Source: an optimization exercise on an open RTL-to-GDS flow (aim: small area and few clock cycles per item). Production flows keep margins and buffers that such runs may drop. At most, simulation tests tie the RTL to the original design; equivalence was not proved. The clock port is modelled as an ideal driver, which makes a skipped or thinned clock tree look cheaper than it is; a real chip needs a root buffer or a tree. Power and IR drop assume default switching activity.

// sdram
module sdram #(parameter FREQ = 50000000) (
  input  logic clk,
  input  logic reset,
  input  logic        read,
  input  logic        write,
  input  logic [1:0]  wr_strb,
  input  logic [25:0] addr,   
  output logic        cmd_ready,
  input  logic [15:0] data_write,
  output logic [15:0] data_read,
  output logic        data_read_val,
  output logic        sdram_cs,         
  output logic [1:0]  sdram_bank,       
  output logic [12:0] sdram_addr,       
  output logic        sdram_ras,        
  output logic        sdram_cas,        
  output logic        sdram_we,         
  input  logic [15:0] sdram_data_in,    
  output logic [15:0] sdram_data_out,   
  output logic        sdram_drive_data  
);
==> module sdram, before the edit <==
module sdram #(parameter FREQ = 50000000) (
  input  logic clk,
  input  logic reset,
  input  logic        read,
  input  logic        write,
  input  logic [1:0]  wr_strb,
  input  logic [25:0] addr,   
  output logic        cmd_ready,
  input  logic [15:0] data_write,
  output logic [15:0] data_read,
  output logic        data_read_val,
  output logic        sdram_cs,         
  output logic [1:0]  sdram_bank,       
  output logic [12:0] sdram_addr,       
  output logic        sdram_ras,        
  output logic        sdram_cas,        
  output logic        sdram_we,         
  input  logic [15:0] sdram_data_in,    
  output logic [15:0] sdram_data_out,   
  output logic        sdram_drive_data  
);
  localparam [2:0] CMD_NOP     = 3'b111;
  localparam [2:0] CMD_ACTIVE  = 3'b011;
  localparam [2:0] CMD_READ    = 3'b101;
  localparam [2:0] CMD_WRITE   = 3'b100;
  localparam [2:0] CMD_PRECHG  = 3'b010;
  localparam [2:0] CMD_AUTOREF = 3'b001;
  localparam [2:0] CMD_MRS     = 3'b000;
  localparam [12:0] MODE = 13'h0223;
  logic        h_chip;
  logic [1:0]  h_bank;
  logic [12:0] h_row;
  logic [9:0]  h_col;
  assign {h_chip, h_bank, h_row, h_col} = addr;
  localparam [8:0] A_TAPS  = 9'b100100011;
  localparam [8:0] A_RESET = 9'd133;
  localparam [8:0] A_START = 9'd207;
  localparam [4:0] B_TAPS  = 5'b10010;
  localparam [4:0] B_RESET = 5'd15;
  localparam [4:0] B_INIT  = 5'd1;
  logic [8:0]  tmr_a;
  logic        win;
  logic        init_done;
  logic        ob_v;
  logic [2:0]  ob_bank;     
  logic [12:0] ob_row;
  logic        act_last;    
  logic        pre_same;    
  logic [1:0]  rd_sh;       
  logic win_start, win_end, seq_cmd;
  assign win_start = (tmr_a == A_START) & (init_done | (ob_row[4:0] == B_INIT));
  assign win_end = tmr_a[0] & tmr_a[3];
  assign seq_cmd = win & tmr_a[6];
  logic req, bank_eq, hit, do_rd, do_wr, do_pre, do_act, ok;
  assign req = read | write;
  assign ok = init_done & ~win;
  assign bank_eq = (ob_bank == {h_chip, h_bank});
  assign hit = ob_v & bank_eq & (ob_row == h_row);
  assign do_rd  = ok & hit & read & ~act_last;
  assign do_wr  = ok & hit & write & ~act_last & (rd_sh == 2'b00);
  assign do_pre = ok & ob_v & ~(req & hit);
  assign do_act = ok & req & ~ob_v & ~pre_same;
  assign cmd_ready = do_rd | do_wr;
  logic [2:0] cmd;
  assign {sdram_ras, sdram_cas, sdram_we} = cmd;
  always_comb begin
    cmd = CMD_NOP;
    if (seq_cmd)
      cmd = tmr_a[4] ? CMD_PRECHG : init_done ? CMD_AUTOREF : CMD_MRS;
    else if (do_pre)
      cmd = CMD_PRECHG;
    else if (do_act)
      cmd = CMD_ACTIVE;
    else if (do_rd)
      cmd = CMD_READ;
    else if (do_wr)
      cmd = CMD_WRITE;
    if (win) begin
      sdram_cs = ~tmr_a[0];
      sdram_bank = 2'b00;
      sdram_addr = {2'b00, tmr_a[4], MODE[9:0]};    
    end else if (ob_v) begin
      {sdram_cs, sdram_bank} = ob_bank;
      sdram_addr = {wr_strb & {2{write}}, 1'b0, h_col};
    end else begin
      {sdram_cs, sdram_bank} = {h_chip, h_bank};
      sdram_addr = h_row;
    end
  end
  assign sdram_drive_data = do_wr;
  assign sdram_data_out = data_write;
  assign data_read = sdram_data_in;
  assign data_read_val = rd_sh[1];
  always_ff @(posedge clk) begin
    if (reset) begin
      tmr_a <= A_RESET;
      win <= 1'b0;
      init_done <= 1'b0;
      ob_v <= 1'b0;
      rd_sh <= 2'b00;
    end else begin
      rd_sh <= {rd_sh[0], do_rd};
      tmr_a <= {tmr_a[7:0], ^(tmr_a & A_TAPS)};
      if (win_start)
        win <= 1'b1;
      else if (win_end)
        win <= 1'b0;
      if (win & win_end)
        init_done <= 1'b1;
      if (seq_cmd || do_pre)
        ob_v <= 1'b0;
      else if (do_act)
        ob_v <= 1'b1;
    end
    act_last <= do_act;
    pre_same <= do_pre & (bank_eq | ~req);
    ob_bank <= {h_chip, h_bank};
    ob_row[12:5] <= h_row[12:5];
    if (reset)
      ob_row[4:0] <= B_RESET;
    else if (!init_done)
      ob_row[4:0] <= {ob_row[3:0], ^(ob_row[4:0] & B_TAPS)};
    else
      ob_row[4:0] <= h_row[4:0];
  end
endmodule
export LEC_CHECK = 0
export CAP_MARGIN = 20
export CORE_MARGIN = 2
export CORE_UTILIZATION = 40
export SLEW_MARGIN = 20
create_clock -name core_clock -period 20.0 [get_ports {clk}]
standard.sh (not shown) runs the stock make flow with config.mk's settings and CLKGATE_MAP_FILE= SYNTH_SCRIPT=/design/flow/synth_recipe.tcl, a recipe that flattens the netlist after the stock synthesis.
==> flow/flow/run.sh <==
#!/bin/bash
# The standard layout (standard.sh) with three changes:
#  - synthesis maps logic with an area-oriented abc script (flow/area.abc),
#    through flow/abc_area.tcl sourced ahead of synth_recipe.tcl;
#  - port buffers use the smallest buffer cell;
#  - the clock tree is a few equal buffers fed by the clock port, each
#    driving a group of nearby flip-flops (flow/clock_leaves.tcl, run as
#    ORFS's PRE_CTS_TCL hook in place of clock_tree_synthesis).
set -euo pipefail
here=$(pwd)
cat flow/abc_area.tcl synth_recipe.tcl > my_synth.tcl
sed "s#SYNTH_SCRIPT=[^ ]*#SYNTH_SCRIPT=$here/my_synth.tcl#" standard.sh > my_standard.sh
export MY_ABC_SCRIPT=$here/flow/area.abc
export BUFFER_PORTS_ARGS="-buffer_cell sky130_fd_sc_hd__buf_1"
export PRE_CTS_TCL=$here/flow/clock_leaves.tcl
export MY_CLOCK_LEAVES=4
export MY_CLOCK_BUFFER=sky130_fd_sc_hd__buf_4
bash my_standard.sh > standard.log 2>&1
Other scripts of this flow, unchanged in this note and not shown: flow/flow/abc_area.tcl, flow/flow/area.abc, flow/flow/clock_leaves.tcl
Change:
--- a/flow/design.v
+++ b/flow/design.v
@@ -37,20 +37,21 @@
   localparam [8:0] A_START = 9'd207;
   localparam [4:0] B_TAPS  = 5'b10010;
   localparam [4:0] B_RESET = 5'd15;
   localparam [4:0] B_INIT  = 5'd1;
   logic [8:0]  tmr_a;
+  logic [4:0]  tmr_b;
   logic        win;
   logic        init_done;
   logic        ob_v;
   logic [2:0]  ob_bank;     
   logic [12:0] ob_row;
   logic        act_last;    
   logic        pre_same;    
   logic [1:0]  rd_sh;       
   logic win_start, win_end, seq_cmd;
-  assign win_start = (tmr_a == A_START) & (init_done | (ob_row[4:0] == B_INIT));
+  assign win_start = (tmr_a == A_START) & (init_done | (tmr_b == B_INIT));
   assign win_end = tmr_a[0] & tmr_a[3];
   assign seq_cmd = win & tmr_a[6];
   logic req, bank_eq, hit, do_rd, do_wr, do_pre, do_act, ok;
   assign req = read | write;
   assign ok = init_done & ~win;
@@ -92,17 +93,19 @@
   assign data_read = sdram_data_in;
   assign data_read_val = rd_sh[1];
   always_ff @(posedge clk) begin
     if (reset) begin
       tmr_a <= A_RESET;
+      tmr_b <= B_RESET;
       win <= 1'b0;
       init_done <= 1'b0;
       ob_v <= 1'b0;
       rd_sh <= 2'b00;
     end else begin
       rd_sh <= {rd_sh[0], do_rd};
       tmr_a <= {tmr_a[7:0], ^(tmr_a & A_TAPS)};
+      tmr_b <= {tmr_b[3:0], ^(tmr_b & B_TAPS)};
       if (win_start)
         win <= 1'b1;
       else if (win_end)
         win <= 1'b0;
       if (win & win_end)
@@ -113,14 +116,8 @@
         ob_v <= 1'b1;
     end
     act_last <= do_act;
     pre_same <= do_pre & (bank_eq | ~req);
     ob_bank <= {h_chip, h_bank};
-    ob_row[12:5] <= h_row[12:5];
-    if (reset)
-      ob_row[4:0] <= B_RESET;
-    else if (!init_done)
-      ob_row[4:0] <= {ob_row[3:0], ^(ob_row[4:0] & B_TAPS)};
-    else
-      ob_row[4:0] <= h_row[4:0];
+    ob_row <= h_row;
   end
 endmodule
Effect:
- routed wire length falls by 5.1%
- flip-flop and latch count rises by 5
- cell area rises by 3.8%
- worst setup slack gets better by 0.062 ns
- power rises by 11%
- sequential share of layout area rises by 4.5 points
- synthesized area rises by 3.7%
Testbench counts after the change, summed over its fixed seeds: cycles 41,548, items 24,000.
Only the layout flow was run in the first run of this note; the RTL was not checked for function there. No run of this note takes its clock network from TritonCTS; it comes from the design's own scripts or RTL.

afterwards: timing with drivers on the ports:
In the flow no input, the clock included, has a driving cell. The finished layouts below were timed again as built, in two steps.
Step 1: set_driving_cell puts a clkbuf_16 on clk and a buf_2 on each other input, an assumption about the parent block.
Step 2 times the ports against the registers' clock, not the clock port: input delays grow and output delays shrink by t, the midpoint of the rising clock arrivals with the driver on.
a / b / c = no drivers / after step 1 / after step 2; a / b = the first two.
run | t, ns | slack for setup (ns) | slew at the worst register clock pin (ns)
the first run | 0.167 | 10.005 / 9.980 / 9.980 | 0.08 / 0.08
the second run | 0.175 | 10.067 / 10.048 / 10.048 | 0.09 / 0.09
After both steps every run listed still meets setup and hold. The setup slack of the first run, which loses most, moves by -0.025 ns with the drivers and by -0.025 ns with both steps.
